This design comes from an exercise in tuning for small area on the open sky130 flow, not from production work.
The RTL was checked by simulation tests, not by an equivalence proof against the original design.

==> flow/design.v, too long to show whole: its modules and the start of the top module <==
// module matCalc: 54 lines
// module unitD: 877 lines
// module unitO: 877 lines
// module sub2: 69 lines
// module add3n: 131 lines
// module fa: 6 lines
// module ha: 6 lines
// module hai: 6 lines
// module xnr2: 5 lines
// module or2m: 5 lines
// module DeterminantTopModule: 34 lines
module DeterminantTopModule(clk, reset, SW, LED,sel,
                             c, 
                             E00, E01, E02, 
                             E10, E11, E12, 
                             E20, E21, E22, 
                             F00, F01, F02, 
                             F10, F11, F12, 
                             F20, F21, F22, 
                             G00, G01, G02, 
                             G10, G11, G12, 
                             G20, G21, G22, 
                             determinant);
  // ...
==> flow/run.sh <==
#!/bin/bash
# synth_recipe.tcl (not shown) runs the flow's synth.tcl, then flattens the netlist and writes it again
# the make line also repeats each setting of config.mk as NAME=value (left out here)
make -C /OpenROAD-flow-scripts/flow DESIGN_CONFIG=/design/flow/config.mk WORK_HOME=/design/flow/orfs CLKGATE_MAP_FILE= SYNTH_SCRIPT=/design/flow/synth_recipe.tcl finish
==> flow/config.mk <==
export PLATFORM = sky130hd
export DESIGN_NAME = DeterminantTopModule
export DESIGN_NICKNAME = DeterminantTopModule
export VERILOG_FILES = /design/flow/design.v
export SDC_FILE = /design/flow/constraint.sdc
export NUM_CORES = 8
export LEC_CHECK = 0
export CAP_MARGIN = 20
export CORE_MARGIN = 2
export CORE_UTILIZATION = 40
export SLEW_MARGIN = 20
export SYNTH_HIERARCHICAL = 1
export SYNTH_MINIMUM_KEEP_SIZE = 0
==> flow/constraint.sdc <==
create_clock -name core_clock -period 23.0 [get_ports {clk}]
set_input_delay 4.6000 -clock core_clock [delete_from_list [all_inputs] [get_ports {clk}]]
set_output_delay 4.6000 -clock core_clock [all_outputs]
set_load 0.01 [all_outputs]
==> impl_table.tex, run 1 <==
\begin{tabular}{lr}
\hline
Metric & Value \\
\hline
\multicolumn{2}{l}{\textbf{STA}} \\
Max Slew Vio Count & 2 \\
Ratio of final minimum period to clock period & 92.92\% \\
Worst setup skew after layout & 0.07395 ns \\
Slew at the pin with the worst max-slew slack & 1.519 ns \\
\multicolumn{2}{l}{\textbf{Die}} \\
Area enclosed by the die boundary & 304700 sq um \\
\multicolumn{2}{l}{\textbf{Setup path}} \\
Crit-path leading delay family & adder cells \\
Critical Path Start & sel[1] \\
FF-to-FF path depth & 43 \\
Crit path launch type & primary input \\
\multicolumn{2}{l}{\textbf{Finish}} \\
Most flops, register & one.MatrixOut \\
Number of nets in the finished design & 13.67k \\
Final Instance Area & 133200 sq um \\
Nonclk inv count & 415 \\
Layout fillers & 27.87k \\
Layout non-clock buf frac & 10.53\% \\
Sequential cell area & 12810 sq um \\
\multicolumn{2}{l}{\textbf{Yosys}} \\
Fraction of synthesized cell area in xor and xnor cells & 3.390\% \\
Cell type contributing the most total cell area after synthesis & fa\_1 \\
Average cell area after synthesis & 10.92 sq um \\
Synth warnings & 7 \\
Synth Area in Simple Gates & 4.985\% \\
Leading cell type by number of instances after synthesis & fa\_1 \\
Total of flip-flops plus latches after synthesis & 512 \\
Dominant register cell in the synthesized netlist & dfrtp\_1 \\
\multicolumn{2}{l}{\textbf{CTS}} \\
Count of hold-fix buffers inserted at cts & 0 \\
Number of sinks on the clock net & 512 \\
TritonCTS clock tree & done \\
Level count of the clock H-tree & 3 \\
\multicolumn{2}{l}{\textbf{Route}} \\
Pre-antenna DRT Iters & 22 \\
Total via count after detailed routing & 111.8k \\
Top layer used by detailed routing & met5 \\
\multicolumn{2}{l}{\textbf{Status}} \\
Layout checks that failed & capacitance limit, slew limit \\
Outcome & finished with violations \\
\multicolumn{2}{l}{\textbf{Global route}} \\
GRT Total Usage & 37.86\% \\
Met2 usage & 54.46\% \\
\multicolumn{2}{l}{\textbf{Placement}} \\
Count of buffers from port buffering & 948 \\
\multicolumn{2}{l}{\textbf{Flow run}} \\
Max capacitance violation total & 1 \\
\hline
\end{tabular}
==> module matCalc, before the edit <==
module matCalc(clk, reset,sel,c, MatrixIn,MatrixIn1,MatrixOut, determinant);
input clk, reset;
input [2:0] sel;
input [31:0] c;
input [287:0] MatrixIn, MatrixIn1;
output reg [31:0] determinant;
output reg [287:0] MatrixOut;
reg [31:0] ep0, ep1, ep2;
reg [31:0] mn0, mn1, mn2;
wire [31:0] E00 = MatrixIn[287:256], E01 = MatrixIn[255:224], E02 = MatrixIn[223:192];
wire [31:0] E10 = MatrixIn[191:160], E11 = MatrixIn[159:128], E12 = MatrixIn[127:96];
wire [31:0] E20 = MatrixIn[95:64],   E21 = MatrixIn[63:32],   E22 = MatrixIn[31:0];
wire [31:0] F00 = MatrixIn1[287:256], F01 = MatrixIn1[255:224], F02 = MatrixIn1[223:192];
wire [31:0] F10 = MatrixIn1[191:160], F11 = MatrixIn1[159:128], F12 = MatrixIn1[127:96];
wire [31:0] F20 = MatrixIn1[95:64],   F21 = MatrixIn1[63:32],   F22 = MatrixIn1[31:0];
wire det = sel[2];
wire op0 = (sel == 3'd0);
wire op1 = (sel == 3'd1);
wire op2 = (sel == 3'd2);
wire op3 = (sel == 3'd3);
wire [31:0] cg = c & {32{op3}};
wire [31:0] np00, np01, np02, np10, np11, np12, np20, np21, np22;
unitD u11 (.det(det), .op0(op0), .op1(op1), .op2(op2), .A(E11), .Bd(E22), .cg(cg), .F(F11), .nP(np11));
unitO u21 (.det(det), .op0(op0), .op1(op1), .op2(op2), .A(E21), .Bd(E12), .cg(cg), .F(F21), .T(E12), .nP(np21));
unitO u12 (.det(det), .op0(op0), .op1(op1), .op2(op2), .A(E12), .Bd(E20), .cg(cg), .F(F12), .T(E21), .nP(np12));
unitD u22 (.det(det), .op0(op0), .op1(op1), .op2(op2), .A(E22), .Bd(E10), .cg(cg), .F(F22), .nP(np22));
unitO u10 (.det(det), .op0(op0), .op1(op1), .op2(op2), .A(E10), .Bd(E21), .cg(cg), .F(F10), .T(E01), .nP(np10));
unitO u20 (.det(det), .op0(op0), .op1(op1), .op2(op2), .A(E20), .Bd(E11), .cg(cg), .F(F20), .T(E02), .nP(np20));
wire [31:0] m0, m1, m2;
sub2 s0 (.X0(~np11), .X1(np21), .Y(m0));    
sub2 s1 (.X0(~np12), .X1(np22), .Y(m1));    
sub2 s2 (.X0(~np10), .X1(np20), .Y(m2));    
unitD u00 (.det(det), .op0(op0), .op1(op1), .op2(op2), .A(det ? ep0 : E00), .Bd(mn0), .cg(cg), .F(F00), .nP(np00));
unitO u01 (.det(det), .op0(op0), .op1(op1), .op2(op2), .A(det ? ep1 : E01), .Bd(mn1), .cg(cg), .F(F01), .T(E10), .nP(np01));
unitO u02 (.det(det), .op0(op0), .op1(op1), .op2(op2), .A(det ? ep2 : E02), .Bd(mn2), .cg(cg), .F(F02), .T(E20), .nP(np02));
wire [31:0] ndsum;
add3n s3 (.X0(np00), .X1(np01), .X2(np02), .Y(ndsum));
always @(posedge reset, posedge clk) begin
    if (reset) begin
        determinant <= 32'b0;
        MatrixOut <= 288'b0;
        ep0 <= 32'b0; ep1 <= 32'b0; ep2 <= 32'b0;
        mn0 <= 32'b0; mn1 <= 32'b0; mn2 <= 32'b0;
    end
    else if (det) begin
        determinant <= ~ndsum;
        ep0 <= E00; ep1 <= E01; ep2 <= E02;
        mn0 <= m0; mn1 <= m1; mn2 <= m2;
    end
    else begin
        MatrixOut <= ~{np00, np01, np02, np10, np11, np12, np20, np21, np22};
    end
end
endmodule
==> run 2, diff against run 1 <==
--- a/flow/design.v
+++ b/flow/design.v
@@ -1,117 +1,150 @@
 `timescale 1ns / 1ps
 module matCalc(clk, reset,sel,c, MatrixIn,MatrixIn1,MatrixOut, determinant);
 input clk, reset;
 input [2:0] sel;
 input [31:0] c;
 input [287:0] MatrixIn, MatrixIn1;
 output reg [31:0] determinant;
 output reg [287:0] MatrixOut;
-reg [31:0] ep0, ep1, ep2;
+reg [31:0] nep0, nep1, nep2;
 reg [31:0] mn0, mn1, mn2;
+reg dval;
+wire dv = det & dval;
 wire [31:0] E00 = MatrixIn[287:256], E01 = MatrixIn[255:224], E02 = MatrixIn[223:192];
 wire [31:0] E10 = MatrixIn[191:160], E11 = MatrixIn[159:128], E12 = MatrixIn[127:96];
 wire [31:0] E20 = MatrixIn[95:64],   E21 = MatrixIn[63:32],   E22 = MatrixIn[31:0];
 wire [31:0] F00 = MatrixIn1[287:256], F01 = MatrixIn1[255:224], F02 = MatrixIn1[223:192];
 wire [31:0] F10 = MatrixIn1[191:160], F11 = MatrixIn1[159:128], F12 = MatrixIn1[127:96];
 wire [31:0] F20 = MatrixIn1[95:64],   F21 = MatrixIn1[63:32],   F22 = MatrixIn1[31:0];
 wire det = sel[2];
 wire op0 = (sel == 3'd0);
 wire op1 = (sel == 3'd1);
 wire op2 = (sel == 3'd2);
 wire op3 = (sel == 3'd3);
-wire [31:0] cg = c & {32{op3}};
+wire [15:0] c1, c2, c3;
+genvar k;
+generate for (k = 0; k < 16; k = k + 1) begin : cd
+    assign c1[k] = op3 & ~c[2*k+1] & c[2*k];
+    assign c2[k] = op3 & c[2*k+1] & ~c[2*k];
+    assign c3[k] = op3 & c[2*k+1] & c[2*k];
+end endgenerate
+wire opr = op0 | op1 | op2;
+wire [15:0] g1o = {c1[15:1], c1[0] | op1 | op2};
+wire [15:0] g1d = {c1[15:1], c1[0] | opr};
+wire [15:0] g3 = {c3[15:2], c3[1] | opr, c3[0]};
 wire [31:0] np00, np01, np02, np10, np11, np12, np20, np21, np22;
-unitD u11 (.det(det), .op0(op0), .op1(op1), .op2(op2), .A(E11), .Bd(E22), .cg(cg), .F(F11), .nP(np11));
-unitO u21 (.det(det), .op0(op0), .op1(op1), .op2(op2), .A(E21), .Bd(E12), .cg(cg), .F(F21), .T(E12), .nP(np21));
-unitO u12 (.det(det), .op0(op0), .op1(op1), .op2(op2), .A(E12), .Bd(E20), .cg(cg), .F(F12), .T(E21), .nP(np12));
-unitD u22 (.det(det), .op0(op0), .op1(op1), .op2(op2), .A(E22), .Bd(E10), .cg(cg), .F(F22), .nP(np22));
-unitO u10 (.det(det), .op0(op0), .op1(op1), .op2(op2), .A(E10), .Bd(E21), .cg(cg), .F(F10), .T(E01), .nP(np10));
-unitO u20 (.det(det), .op0(op0), .op1(op1), .op2(op2), .A(E20), .Bd(E11), .cg(cg), .F(F20), .T(E02), .nP(np20));
-wire [31:0] m0, m1, m2;
-sub2 s0 (.X0(~np11), .X1(np21), .Y(m0));    
-sub2 s1 (.X0(~np12), .X1(np22), .Y(m1));    
-sub2 s2 (.X0(~np10), .X1(np20), .Y(m2));    
-unitD u00 (.det(det), .op0(op0), .op1(op1), .op2(op2), .A(det ? ep0 : E00), .Bd(mn0), .cg(cg), .F(F00), .nP(np00));
-unitO u01 (.det(det), .op0(op0), .op1(op1), .op2(op2), .A(det ? ep1 : E01), .Bd(mn1), .cg(cg), .F(F01), .T(E10), .nP(np01));
-unitO u02 (.det(det), .op0(op0), .op1(op1), .op2(op2), .A(det ? ep2 : E02), .Bd(mn2), .cg(cg), .F(F02), .T(E20), .nP(np02));
+unitD u11 (.det(det), .op0(op0), .op1(op1), .op2(op2), .A(E11), .Bd(E22), .g1(g1d), .g2(c2), .g3(g3), .F(F11), .nP(np11));
+unitO u21 (.det(det), .op0(op0), .op1(op1), .op2(op2), .A(E21), .Bd(E12), .g1(g1o), .g2(c2), .g3(g3), .F(F21), .T(E12), .nP(np21));
+unitO u12 (.det(det), .op0(op0), .op1(op1), .op2(op2), .A(E12), .Bd(E20), .g1(g1o), .g2(c2), .g3(g3), .F(F12), .T(E21), .nP(np12));
+unitD u22 (.det(det), .op0(op0), .op1(op1), .op2(op2), .A(E22), .Bd(E10), .g1(g1d), .g2(c2), .g3(g3), .F(F22), .nP(np22));
+unitO u10 (.det(det), .op0(op0), .op1(op1), .op2(op2), .A(E10), .Bd(E21), .g1(g1o), .g2(c2), .g3(g3), .F(F10), .T(E01), .nP(np10));
+unitO u20 (.det(det), .op0(op0), .op1(op1), .op2(op2), .A(E20), .Bd(E11), .g1(g1o), .g2(c2), .g3(g3), .F(F20), .T(E02), .nP(np20));
+wire [31:0] nm0, nm1, nm2;
+add2 s0 (.X0(~np21), .X1(np11), .Y(nm0));    
+add2 s1 (.X0(~np22), .X1(np12), .Y(nm1));    
+add2 s2 (.X0(~np20), .X1(np10), .Y(nm2));    
+wire ndet = ~det;
+wire [31:0] a00, a01, a02;
+hldn ha0[31:0] (.s(ndet), .g(E00), .n(nep0), .y(a00));
+hldn ha1[31:0] (.s(ndet), .g(E01), .n(nep1), .y(a01));
+hldn ha2[31:0] (.s(ndet), .g(E02), .n(nep2), .y(a02));
+unitD u00 (.det(dv), .op0(op0), .op1(op1), .op2(op2), .A(a00), .Bd(mn0), .g1(g1d), .g2(c2), .g3(g3), .F(F00), .nP(np00));
+unitO u01 (.det(dv), .op0(op0), .op1(op1), .op2(op2), .A(a01), .Bd(mn1), .g1(g1o), .g2(c2), .g3(g3), .F(F01), .T(E10), .nP(np01));
+unitO u02 (.det(dv), .op0(op0), .op1(op1), .op2(op2), .A(a02), .Bd(mn2), .g1(g1o), .g2(c2), .g3(g3), .F(F02), .T(E20), .nP(np02));
 wire [31:0] ndsum;
 add3n s3 (.X0(np00), .X1(np01), .X2(np02), .Y(ndsum));
+wire [287:0] gnext;
+wire [31:0] dnext;
+wire [31:0] nepn0, nepn1, nepn2, mnn0, mnn1, mnn2;
+hldn hg[287:0] (.s(det), .g(MatrixOut), .n({np00, np01, np02, np10, np11, np12, np20, np21, np22}), .y(gnext));
+hldn hd[31:0] (.s(ndet), .g(determinant), .n(ndsum), .y(dnext));
+hldn he0[31:0] (.s(ndet), .g(nep0), .n(E00), .y(nepn0));
+hldn he1[31:0] (.s(ndet), .g(nep1), .n(E01), .y(nepn1));
+hldn he2[31:0] (.s(ndet), .g(nep2), .n(E02), .y(nepn2));
+hldn hm0[31:0] (.s(ndet), .g(mn0), .n(nm0), .y(mnn0));
+hldn hm1[31:0] (.s(ndet), .g(mn1), .n(nm1), .y(mnn1));
+hldn hm2[31:0] (.s(ndet), .g(mn2), .n(nm2), .y(mnn2));
 always @(posedge reset, posedge clk) begin
     if (reset) begin
         determinant <= 32'b0;
         MatrixOut <= 288'b0;
-        ep0 <= 32'b0; ep1 <= 32'b0; ep2 <= 32'b0;
-        mn0 <= 32'b0; mn1 <= 32'b0; mn2 <= 32'b0;
-    end
-    else if (det) begin
-        determinant <= ~ndsum;
-        ep0 <= E00; ep1 <= E01; ep2 <= E02;
-        mn0 <= m0; mn1 <= m1; mn2 <= m2;
+        dval <= 1'b0;
     end
     else begin
-        MatrixOut <= ~{np00, np01, np02, np10, np11, np12, np20, np21, np22};
+        determinant <= dnext;
+        MatrixOut <= gnext;
+        dval <= dval | det;
     end
 end
+always @(posedge clk) begin
+    nep0 <= nepn0; nep1 <= nepn1; nep2 <= nepn2;
+    mn0 <= mnn0; mn1 <= mnn1; mn2 <= mnn2;
+end
+endmodule
+module hldn(s, g, n, y);
+input s, g, n;
+output y;
+assign y = s ? g : ~n;
 endmodule
-module unitD(det, op0, op1, op2, A, Bd, cg, F, nP);
+module unitD(det, op0, op1, op2, A, Bd, g1, g2, g3, F, nP);
 input det, op0, op1, op2;
-input [31:0] A, Bd, cg, F;
+input [31:0] A, Bd, F;
+input [15:0] g1, g2, g3;
 output [31:0] nP;
-    wire [31:0] B = det ? Bd : cg;
     wire [15:0] s1, s2, s3;
-    assign s1[0] = (~B[1] & B[0]) | op1 | op2 | op0;
-    assign s2[0] = B[1] & ~B[0];
-    assign s3[0] = (B[1] & B[0]);
-    assign s1[1] = (~B[3] & B[2]);
-    assign s2[1] = B[3] & ~B[2];
-    assign s3[1] = (B[3] & B[2]) | op0 | op1 | op2;
-    assign s1[2] = (~B[5] & B[4]);
-    assign s2[2] = B[5] & ~B[4];
-    assign s3[2] = (B[5] & B[4]);
-    assign s1[3] = (~B[7] & B[6]);
-    assign s2[3] = B[7] & ~B[6];
-    assign s3[3] = (B[7] & B[6]);
-    assign s1[4] = (~B[9] & B[8]);
-    assign s2[4] = B[9] & ~B[8];
-    assign s3[4] = (B[9] & B[8]);
-    assign s1[5] = (~B[11] & B[10]);
-    assign s2[5] = B[11] & ~B[10];
-    assign s3[5] = (B[11] & B[10]);
-    assign s1[6] = (~B[13] & B[12]);
-    assign s2[6] = B[13] & ~B[12];
-    assign s3[6] = (B[13] & B[12]);
-    assign s1[7] = (~B[15] & B[14]);
-    assign s2[7] = B[15] & ~B[14];
-    assign s3[7] = (B[15] & B[14]);
-    assign s1[8] = (~B[17] & B[16]);
-    assign s2[8] = B[17] & ~B[16];
-    assign s3[8] = (B[17] & B[16]);
-    assign s1[9] = (~B[19] & B[18]);
-    assign s2[9] = B[19] & ~B[18];
-    assign s3[9] = (B[19] & B[18]);
-    assign s1[10] = (~B[21] & B[20]);
-    assign s2[10] = B[21] & ~B[20];
-    assign s3[10] = (B[21] & B[20]);
-    assign s1[11] = (~B[23] & B[22]);
-    assign s2[11] = B[23] & ~B[22];
-    assign s3[11] = (B[23] & B[22]);
-    assign s1[12] = (~B[25] & B[24]);
-    assign s2[12] = B[25] & ~B[24];
-    assign s3[12] = (B[25] & B[24]);
-    assign s1[13] = (~B[27] & B[26]);
-    assign s2[13] = B[27] & ~B[26];
-    assign s3[13] = (B[27] & B[26]);
-    assign s1[14] = (~B[29] & B[28]);
-    assign s2[14] = B[29] & ~B[28];
-    assign s3[14] = (B[29] & B[28]);
-    assign s1[15] = (~B[31] & B[30]);
-    assign s2[15] = B[31] & ~B[30];
-    assign s3[15] = (B[31] & B[30]);
+    assign s1[0] = (det & ~Bd[1] & Bd[0]) | g1[0];
+    assign s2[0] = (det & Bd[1] & ~Bd[0]) | g2[0];
+    assign s3[0] = (det & Bd[1] & Bd[0]) | g3[0];
+    assign s1[1] = (det & ~Bd[3] & Bd[2]) | g1[1];
+    assign s2[1] = (det & Bd[3] & ~Bd[2]) | g2[1];
+    assign s3[1] = (det & Bd[3] & Bd[2]) | g3[1];
+    assign s1[2] = (det & ~Bd[5] & Bd[4]) | g1[2];
+    assign s2[2] = (det & Bd[5] & ~Bd[4]) | g2[2];
+    assign s3[2] = (det & Bd[5] & Bd[4]) | g3[2];
+    assign s1[3] = (det & ~Bd[7] & Bd[6]) | g1[3];
+    assign s2[3] = (det & Bd[7] & ~Bd[6]) | g2[3];
+    assign s3[3] = (det & Bd[7] & Bd[6]) | g3[3];
+    assign s1[4] = (det & ~Bd[9] & Bd[8]) | g1[4];
+    assign s2[4] = (det & Bd[9] & ~Bd[8]) | g2[4];
+    assign s3[4] = (det & Bd[9] & Bd[8]) | g3[4];
+    assign s1[5] = (det & ~Bd[11] & Bd[10]) | g1[5];
+    assign s2[5] = (det & Bd[11] & ~Bd[10]) | g2[5];
+    assign s3[5] = (det & Bd[11] & Bd[10]) | g3[5];
+    assign s1[6] = (det & ~Bd[13] & Bd[12]) | g1[6];
+    assign s2[6] = (det & Bd[13] & ~Bd[12]) | g2[6];
+    assign s3[6] = (det & Bd[13] & Bd[12]) | g3[6];
+    assign s1[7] = (det & ~Bd[15] & Bd[14]) | g1[7];
+    assign s2[7] = (det & Bd[15] & ~Bd[14]) | g2[7];
+    assign s3[7] = (det & Bd[15] & Bd[14]) | g3[7];
+    assign s1[8] = (det & ~Bd[17] & Bd[16]) | g1[8];
+    assign s2[8] = (det & Bd[17] & ~Bd[16]) | g2[8];
+    assign s3[8] = (det & Bd[17] & Bd[16]) | g3[8];
+    assign s1[9] = (det & ~Bd[19] & Bd[18]) | g1[9];
+    assign s2[9] = (det & Bd[19] & ~Bd[18]) | g2[9];
+    assign s3[9] = (det & Bd[19] & Bd[18]) | g3[9];
+    assign s1[10] = (det & ~Bd[21] & Bd[20]) | g1[10];
+    assign s2[10] = (det & Bd[21] & ~Bd[20]) | g2[10];
+    assign s3[10] = (det & Bd[21] & Bd[20]) | g3[10];
+    assign s1[11] = (det & ~Bd[23] & Bd[22]) | g1[11];
+    assign s2[11] = (det & Bd[23] & ~Bd[22]) | g2[11];
+    assign s3[11] = (det & Bd[23] & Bd[22]) | g3[11];
+    assign s1[12] = (det & ~Bd[25] & Bd[24]) | g1[12];
+    assign s2[12] = (det & Bd[25] & ~Bd[24]) | g2[12];
+    assign s3[12] = (det & Bd[25] & Bd[24]) | g3[12];
+    assign s1[13] = (det & ~Bd[27] & Bd[26]) | g1[13];
+    assign s2[13] = (det & Bd[27] & ~Bd[26]) | g2[13];
+    assign s3[13] = (det & Bd[27] & Bd[26]) | g3[13];
+    assign s1[14] = (det & ~Bd[29] & Bd[28]) | g1[14];
+    assign s2[14] = (det & Bd[29] & ~Bd[28]) | g2[14];
+    assign s3[14] = (det & Bd[29] & Bd[28]) | g3[14];
+    assign s1[15] = (det & ~Bd[31] & Bd[30]) | g1[15];
+    assign s2[15] = (det & Bd[31] & ~Bd[30]) | g2[15];
+    assign s3[15] = (det & Bd[31] & Bd[30]) | g3[15];
     wire [31:0] R = (F & {32{op1}}) | (~F & {32{op2}});
     wire ts1, tc2;
     ha thts1 (.a(A[1]), .b(A[0]), .s(ts1), .co(tc2));
     wire ts3, tc4;
     fa tfts3 (.a(A[2]), .b(A[1]), .c(tc2), .s(ts3), .co(tc4));
     wire ts5, tc6;
     fa tfts5 (.a(A[3]), .b(A[2]), .c(tc4), .s(ts5), .co(tc6));
     wire ts7, tc8;
@@ -925,70 +958,70 @@
     wire ms541, mc542;
     assign ms541 = mc510 ^ ms539 ^ npp1_31;
     wire ms543, mc544;
     assign ms543 = mc512 ^ ms541 ^ npp0_31;
     wire ms545, mc546;
     assign ms545 = mc514 ^ mc516 ^ ms543;
     assign nP = {ms545, ms515, ms485, ms457, ms429, ms403, ms377, ms353, ms329, ms307, ms285, ms265, ms245, ms227, ms209, ms193, ms177, ms163, ms149, ms137, ms125, ms115, ms105, ms97, ms89, ms83, ms77, ms73, ms69, ms67, ms65, ms63};
 endmodule
-module unitO(det, op0, op1, op2, A, Bd, cg, F, T, nP);
+module unitO(det, op0, op1, op2, A, Bd, g1, g2, g3, F, T, nP);
 input det, op0, op1, op2;
-input [31:0] A, Bd, cg, F, T;
+input [31:0] A, Bd, F, T;
+input [15:0] g1, g2, g3;
 output [31:0] nP;
-    wire [31:0] B = det ? Bd : cg;
     wire [15:0] s1, s2, s3;
-    assign s1[0] = (~B[1] & B[0]) | op1 | op2;
-    assign s2[0] = B[1] & ~B[0];
-    assign s3[0] = (B[1] & B[0]);
-    assign s1[1] = (~B[3] & B[2]);
-    assign s2[1] = B[3] & ~B[2];
-    assign s3[1] = (B[3] & B[2]) | op0 | op1 | op2;
-    assign s1[2] = (~B[5] & B[4]);
-    assign s2[2] = B[5] & ~B[4];
-    assign s3[2] = (B[5] & B[4]);
-    assign s1[3] = (~B[7] & B[6]);
-    assign s2[3] = B[7] & ~B[6];
-    assign s3[3] = (B[7] & B[6]);
-    assign s1[4] = (~B[9] & B[8]);
-    assign s2[4] = B[9] & ~B[8];
-    assign s3[4] = (B[9] & B[8]);
-    assign s1[5] = (~B[11] & B[10]);
-    assign s2[5] = B[11] & ~B[10];
-    assign s3[5] = (B[11] & B[10]);
-    assign s1[6] = (~B[13] & B[12]);
-    assign s2[6] = B[13] & ~B[12];
-    assign s3[6] = (B[13] & B[12]);
-    assign s1[7] = (~B[15] & B[14]);
-    assign s2[7] = B[15] & ~B[14];
-    assign s3[7] = (B[15] & B[14]);
-    assign s1[8] = (~B[17] & B[16]);
-    assign s2[8] = B[17] & ~B[16];
-    assign s3[8] = (B[17] & B[16]);
-    assign s1[9] = (~B[19] & B[18]);
-    assign s2[9] = B[19] & ~B[18];
-    assign s3[9] = (B[19] & B[18]);
-    assign s1[10] = (~B[21] & B[20]);
-    assign s2[10] = B[21] & ~B[20];
-    assign s3[10] = (B[21] & B[20]);
-    assign s1[11] = (~B[23] & B[22]);
-    assign s2[11] = B[23] & ~B[22];
-    assign s3[11] = (B[23] & B[22]);
-    assign s1[12] = (~B[25] & B[24]);
-    assign s2[12] = B[25] & ~B[24];
-    assign s3[12] = (B[25] & B[24]);
-    assign s1[13] = (~B[27] & B[26]);
-    assign s2[13] = B[27] & ~B[26];
-    assign s3[13] = (B[27] & B[26]);
-    assign s1[14] = (~B[29] & B[28]);
-    assign s2[14] = B[29] & ~B[28];
-    assign s3[14] = (B[29] & B[28]);
-    assign s1[15] = (~B[31] & B[30]);
-    assign s2[15] = B[31] & ~B[30];
-    assign s3[15] = (B[31] & B[30]);
+    assign s1[0] = (det & ~Bd[1] & Bd[0]) | g1[0];
+    assign s2[0] = (det & Bd[1] & ~Bd[0]) | g2[0];
+    assign s3[0] = (det & Bd[1] & Bd[0]) | g3[0];
+    assign s1[1] = (det & ~Bd[3] & Bd[2]) | g1[1];
+    assign s2[1] = (det & Bd[3] & ~Bd[2]) | g2[1];
+    assign s3[1] = (det & Bd[3] & Bd[2]) | g3[1];
+    assign s1[2] = (det & ~Bd[5] & Bd[4]) | g1[2];
+    assign s2[2] = (det & Bd[5] & ~Bd[4]) | g2[2];
+    assign s3[2] = (det & Bd[5] & Bd[4]) | g3[2];
+    assign s1[3] = (det & ~Bd[7] & Bd[6]) | g1[3];
+    assign s2[3] = (det & Bd[7] & ~Bd[6]) | g2[3];
+    assign s3[3] = (det & Bd[7] & Bd[6]) | g3[3];
+    assign s1[4] = (det & ~Bd[9] & Bd[8]) | g1[4];
+    assign s2[4] = (det & Bd[9] & ~Bd[8]) | g2[4];
+    assign s3[4] = (det & Bd[9] & Bd[8]) | g3[4];
+    assign s1[5] = (det & ~Bd[11] & Bd[10]) | g1[5];
+    assign s2[5] = (det & Bd[11] & ~Bd[10]) | g2[5];
+    assign s3[5] = (det & Bd[11] & Bd[10]) | g3[5];
+    assign s1[6] = (det & ~Bd[13] & Bd[12]) | g1[6];
+    assign s2[6] = (det & Bd[13] & ~Bd[12]) | g2[6];
+    assign s3[6] = (det & Bd[13] & Bd[12]) | g3[6];
+    assign s1[7] = (det & ~Bd[15] & Bd[14]) | g1[7];
+    assign s2[7] = (det & Bd[15] & ~Bd[14]) | g2[7];
+    assign s3[7] = (det & Bd[15] & Bd[14]) | g3[7];
+    assign s1[8] = (det & ~Bd[17] & Bd[16]) | g1[8];
+    assign s2[8] = (det & Bd[17] & ~Bd[16]) | g2[8];
+    assign s3[8] = (det & Bd[17] & Bd[16]) | g3[8];
+    assign s1[9] = (det & ~Bd[19] & Bd[18]) | g1[9];
+    assign s2[9] = (det & Bd[19] & ~Bd[18]) | g2[9];
+    assign s3[9] = (det & Bd[19] & Bd[18]) | g3[9];
+    assign s1[10] = (det & ~Bd[21] & Bd[20]) | g1[10];
+    assign s2[10] = (det & Bd[21] & ~Bd[20]) | g2[10];
+    assign s3[10] = (det & Bd[21] & Bd[20]) | g3[10];
+    assign s1[11] = (det & ~Bd[23] & Bd[22]) | g1[11];
+    assign s2[11] = (det & Bd[23] & ~Bd[22]) | g2[11];
+    assign s3[11] = (det & Bd[23] & Bd[22]) | g3[11];
+    assign s1[12] = (det & ~Bd[25] & Bd[24]) | g1[12];
+    assign s2[12] = (det & Bd[25] & ~Bd[24]) | g2[12];
+    assign s3[12] = (det & Bd[25] & Bd[24]) | g3[12];
+    assign s1[13] = (det & ~Bd[27] & Bd[26]) | g1[13];
+    assign s2[13] = (det & Bd[27] & ~Bd[26]) | g2[13];
+    assign s3[13] = (det & Bd[27] & Bd[26]) | g3[13];
+    assign s1[14] = (det & ~Bd[29] & Bd[28]) | g1[14];
+    assign s2[14] = (det & Bd[29] & ~Bd[28]) | g2[14];
+    assign s3[14] = (det & Bd[29] & Bd[28]) | g3[14];
+    assign s1[15] = (det & ~Bd[31] & Bd[30]) | g1[15];
+    assign s2[15] = (det & Bd[31] & ~Bd[30]) | g2[15];
+    assign s3[15] = (det & Bd[31] & Bd[30]) | g3[15];
     wire [31:0] R = (F & {32{op1}}) | (~F & {32{op2}}) | (T & {32{op0}});
     wire ts1, tc2;
     ha thts1 (.a(A[1]), .b(A[0]), .s(ts1), .co(tc2));
     wire ts3, tc4;
     fa tfts3 (.a(A[2]), .b(A[1]), .c(tc2), .s(ts3), .co(tc4));
     wire ts5, tc6;
     fa tfts5 (.a(A[3]), .b(A[2]), .c(tc4), .s(ts5), .co(tc6));
     wire ts7, tc8;
@@ -1802,21 +1835,21 @@
     wire ms541, mc542;
     assign ms541 = mc510 ^ ms539 ^ npp1_31;
     wire ms543, mc544;
     assign ms543 = mc512 ^ ms541 ^ npp0_31;
     wire ms545, mc546;
     assign ms545 = mc514 ^ mc516 ^ ms543;
     assign nP = {ms545, ms515, ms485, ms457, ms429, ms403, ms377, ms353, ms329, ms307, ms285, ms265, ms245, ms227, ms209, ms193, ms177, ms163, ms149, ms137, ms125, ms115, ms105, ms97, ms89, ms83, ms77, ms73, ms69, ms67, ms65, ms63};
 endmodule
-module sub2(X0, X1, Y);
+module add2(X0, X1, Y);
 input [31:0] X0, X1;
 output [31:0] Y;
     wire as1, ac2;
-    hai aias1 (.a(X0[0]), .b(X1[0]), .s(as1), .co(ac2));
+    ha ahas1 (.a(X0[0]), .b(X1[0]), .s(as1), .co(ac2));
     wire as3, ac4;
     fa afas3 (.a(X0[1]), .b(X1[1]), .c(ac2), .s(as3), .co(ac4));
     wire as5, ac6;
     fa afas5 (.a(X0[2]), .b(X1[2]), .c(ac4), .s(as5), .co(ac6));
     wire as7, ac8;
     fa afas7 (.a(X0[3]), .b(X1[3]), .c(ac6), .s(as7), .co(ac8));
     wire as9, ac10;
     fa afas9 (.a(X0[4]), .b(X1[4]), .c(ac8), .s(as9), .co(ac10));
==> flow/config.mk (replaced) <==
export PLATFORM = sky130hd
export DESIGN_NAME = DeterminantTopModule
export DESIGN_NICKNAME = DeterminantTopModule
export VERILOG_FILES = /design/flow/design.v
export SDC_FILE = /design/flow/constraint.sdc
export NUM_CORES = 8
export LEC_CHECK = 0
export CAP_MARGIN = 40
export CORE_MARGIN = 2
export CORE_UTILIZATION = 40
export SLEW_MARGIN = 40
export SYNTH_HIERARCHICAL = 1
export SYNTH_MINIMUM_KEEP_SIZE = 0
==> run 2 against run 1 <==
The run now finishes clean. Register-to-register slack better by 2.0 ns. Sequential cell count up 1. Synthesized cell count down 5.0%. Synthesized area down 6.6%. Sequential share of layout area down 0.20 points. Fmax up 0.82%. Clock skew down 0.049 ns. Non-clock buffer count down 56. Via count down 1.7%. Highest routed layer unchanged.
==> impl_table.tex, run 2 <==
\begin{tabular}{lr}
\hline
Metric & Value \\
\hline
\multicolumn{2}{l}{\textbf{Die}} \\
Horizontal die dimension & 533.7 um \\
I/O pin count & 952 \\
Die H & 533.7 um \\
Core footprint & 279100 sq um \\
Starting Density & 40.20\% \\
Placement Rows & 194 \\
Area enclosed by the die boundary & 284800 sq um (-6.5\%) \\
\multicolumn{2}{l}{\textbf{CTS}} \\
Buffers from clock root to sink, at most & 3 \\
TritonCTS clock tree & done \\
Number of sinks on the clock net & 513 (+0.20\%) \\
Post-CTS repair timing setup buffer count & 0 \\
Clock-pin slew of the registers on the worst-case setup and hold paths & 0.06 ns \\
Worst-Skew Late Latency & 0.75 ns \\
Root buffer cell & clkbuf\_16 \\
Count of hold-fix buffers inserted at cts & 0 (unchanged) \\
Number of gates resized after cts & 0 \\
Cts bufs inserted & 68 \\
Level count of the clock H-tree & 3 (unchanged) \\
\multicolumn{2}{l}{\textbf{Status}} \\
Outcome & complete, no violations \\
\multicolumn{2}{l}{\textbf{Finish}} \\
Number of nets in the finished design & 13.21k (-3.4\%) \\
Most flops, register & one.MatrixOut \\
Utilization after layout & 45.16\% \\
Layout fillers & 26.09k (-6.4\%) \\
Most common cell after layout, fill and taps aside & a222oi\_1 \\
Area growth from synthesis to layout & 12.32\% \\
Fraction of layout instances using a drive strength above 1 & 12.24\% \\
Flip-flop count of the largest register, all copies and words added & 288 \\
Most frequent cells in the layout & a222oi\_1 (2289), fa\_1 (2195), nand2\_1 (975) \\
\multicolumn{2}{l}{\textbf{Yosys}} \\
Share of synthesized area occupied by flip-flops and latches & 10.58\% \\
Number of synthesized flops with an enable pin & 0 \\
Synth warnings & 7 (unchanged) \\
Dominant register cell in the synthesized netlist & dfrtp\_1 \\
Fraction of post-synthesis cell area in the top cell type by area & 41.53\% \\
Count of unique library cells instantiated by Yosys & 49 \\
Top cells by area, synth & fa\_1 (42\%), a222oi\_1 (20\%), dfrtp\_1 (7.2\%) \\
Adder and majority cell fraction of the synthesized area & 41.66\% \\
Fraction of synthesized cell area in xor and xnor cells & 3.499\% (+0.11 points) \\
Number of instances in the synthesized netlist & 10.45k \\
Average cell area after synthesis & 10.73 sq um (-1.7\%) \\
Leading cell type by number of instances after synthesis & fa\_1 \\
Async set or reset register ratio after synthesis & 62.57\% \\
Synth Area in Simple Gates & 5.123\% (+0.14 points) \\
Cell type contributing the most total cell area after synthesis & fa\_1 \\
Post-Syn Nets & 13.41k \\
Total of flip-flops plus latches after synthesis & 513 (+0.20\%) \\
Summed instance area of the synthesized netlist & 112200 sq um \\
Post-synthesis mux area share & 0.3545\% \\
Top cells by count, synth & fa\_1 (2328), a222oi\_1 (2289), clkbuf\_1 (1128) \\
Dominant combinational cell family by area after synthesis & adder cells \\
Area fraction in compound gates after synthesis & 30.70\% \\
\multicolumn{2}{l}{\textbf{Global route}} \\
Via count of the first global-routing pass & 108.6k \\
Global-route wire length before repair & 822.3 mm \\
Largest net degree at the start of global routing & 172 \\
Number of antenna violations at the first check in global routing & 86 \\
GRT Total Usage & 39.39\% (+1.5 points) \\
Global route total overflow & 0 \\
\multicolumn{2}{l}{\textbf{Setup path}} \\
Kind of critical path & in2reg \\
CP Buf/Inv Count & 1 \\
Delay of the slowest critical-path stage & 0.78 ns \\
CP dominant cell by count & fa\_1 \\
Setup slack on the worst flop-to-flop path & 7.75 ns \\
Crit path launch type & primary input \\
Category of the worst setup path capture point & register \\
Standard cell with the maximum stage delay on the critical path & clkdlybuf4s50\_1 \\
Crit-path leading delay family & adder cells \\
FF-to-FF path depth & 44 (+2.3\%) \\
Capture point of the worst reg-to-reg path & one.determinant[31] \\
Critical path data arrival time & 21.79 ns \\
Worst r2r src & one.nep0[0] \\
Required time worst endpoint & 23.59 ns \\
Critical path fanouts, max & 32 \\
\multicolumn{2}{l}{\textbf{STA}} \\
Setup-failing EPs final & 0 \\
Time the final worst path needs with I/O delays and setup & 21.20 ns \\
Slew at the pin with the worst max-slew slack & 1.048 ns (-0.4710 ns) \\
Fin. Hold Viols & 0 \\
Highest clock frequency the design can meet & 47.17 MHz \\
Max Slew Vio Count & 0 (-2) \\
Worst slew margin relative to its limit & 30.14\% \\
Ratio of final minimum period to clock period & 92.17\% (-0.75 points) \\
Unrepaired setup endpoints after global routing & false \\
Worst setup skew after layout & 0.02452 ns (-0.04943 ns) \\
WHS & 0.4476 ns \\
\multicolumn{2}{l}{\textbf{Hold path}} \\
Min-delay src & one.nep1[27] \\
Capture endpoint of the worst hold path & one.nep1[27] \\
Hold Path Class & reg2reg \\
Hold-critical path depth & 2 \\
\multicolumn{2}{l}{\textbf{Flow run}} \\
Max capacitance violation total & 0 (-1) \\
\multicolumn{2}{l}{\textbf{Route}} \\
Total via count after detailed routing & 109.9k (-1.7\%) \\
Drc violations & 0 \\
Post-detailed-route via-to-cell ratio & 7.792 \\
Initial DRC count & 28.75k \\
Remaining number of nets flagged by the antenna check after routing & 0 \\
Detailed Route WL & 579.7 mm \\
Detail-routed net length per standard cell & 41.09 um \\
Pre-antenna DRT Iters & 23 (+4.5\%) \\
\multicolumn{2}{l}{\textbf{Placement}} \\
Final weighted congestion of routability-driven global placement & 1.016 \\
DP Wirelength & 426.7 mm \\
Count of buffers from port buffering & 948 (unchanged) \\
\hline
\end{tabular}
## run 2: cell types whose count changed after synthesis, sizes merged, moves of 229 or more
| cell | change |
|---|---|
| nand2 | +549 |
| mux2 | -508 |
| o21ai | +395 |
| mux2i | -375 |
| nor2 | -292 |
| inv | -239 |
| a21oi | -229 |
## run 2: worst reg2reg max path: cells and delay by family (launching register included)
kind | cells | cell delay (ns)
xor+xnor | 7 | 1.86
simple gates | 1 | 0.27
fa+ha+maj | 31 | 11.26
flops | 1 | 0.35
buf+inv | 1 | 0.26
compound gates | 4 | 1.15
## run 2: modules after synthesis, one instance, submodules excluded, a selection
module	flops+latches	times used	cells	area [sq um]
add2	0	3	33	264.0
xnr2	0	127	1	8.758
hldn	0	608	2	8.758
ha	0	12	1	12.51
add3n	0	1	35	280.3
DeterminantTopModule	0	1	16	120.1
unitO	0	6	649	4907
fa	0	2328	1	20.02
## run 2: final cells by class
cell class | instances | area (sq um) | area share (%)
clock inverters | 29 | 426.7 | 0.3385
repair buffers | 1485 | 13520 | 10.73
well taps | 3724 | 4659 | 3.697
inverters | 176 | 676.9 | 0.5370
flip-flops and latches | 513 | 11880 | 9.422
clock buffers | 95 | 2017 | 1.600
multi-input cells | 8009 | 92680 | 73.53
diodes | 78 | 195.2 | 0.1548
## run 2: through the flow
stage / worst slack (ns) / instance area [sq um] / setup TNS (ns) / std cells
2_1_floorplan: -2.525 / 112700 / -15.69 / 10450
3_3_place_gp: 1.614 / 123000 / 0 / 13900
3_5_place_dp: 1.477 / 123300 / 0 / 13910
4_1_cts: 2.213 / 125800 / 0 / 14030
5_1_grt: 1.602 / 125900 / 0 / 14050
6_report: 1.801 / 126100 / 0 / 14110
## run 2: per-layer routing
layer	GRT usage, %	vias to the layer above	share of wire [%]
met2	54.52	10450	41
met5	0	-	0.086
met1	48.38	56220	35
met3	17.62	1846	16
met4	28.35	64	8.6
li1	-	41370	-
## run 2: cell families after synthesis
| logic type | Yosys count |
|---|---|
| compound gates | 3948 |
| xor+xnor | 394 |
| fa+ha+maj | 2340 |
| buf+inv | 1932 |
| flops | 513 |
| mux | 36 |
| simple gates | 1291 |
## run 2: how the worst max path moves through the flow
stage | startpoint | endpoint | slack, ns | depth (start not counted)
floorplan | sel[2] | one.determinant[31] | -2.52 | 45
global placement | sel[0] | one.mn1[31] | 1.61 | 41
detailed placement | sel[0] | one.mn1[31] | 1.48 | 39
CTS | sel[0] | one.mn1[31] | 2.21 | 39
global route | sel[1] | one.mn1[31] | 1.60 | 39
finish | sel[0] | one.mn1[31] | 1.80 | 39

## separate check: timing with driven ports
No port has a modelled driver above. Below, the same layouts with a new extraction and two added sets of constraints.
Step 1, drivers: a clkbuf_16 drives clk and a buf_2 each remaining input, both assumed.
Step 2 moves the port delays by t, midway between the first and last clock arrival at a register: inputs arrive t later, outputs are due t later. That takes back most of the time a late clock gives input paths.
Slacks: ideal ports / drivers / drivers and shift; pairs: ideal ports / drivers.
| run | t (ns) | slack for setup (ns) | hold WS [ns] | worst setup path after step 2 |
|---|---|---|---|---|
| run 1 | 0.897 | 1.627 / 1.705 / 0.808 | 0.493 / 0.493 / 0.493 | input to register |
| run 2 | 0.830 | 1.801 / 1.705 / 0.875 | 0.448 / 0.448 / 0.448 | input to register |
For run 2, which loses most, drivers alone change the setup slack by -0.096 ns; drivers and shift together by -0.926 ns.
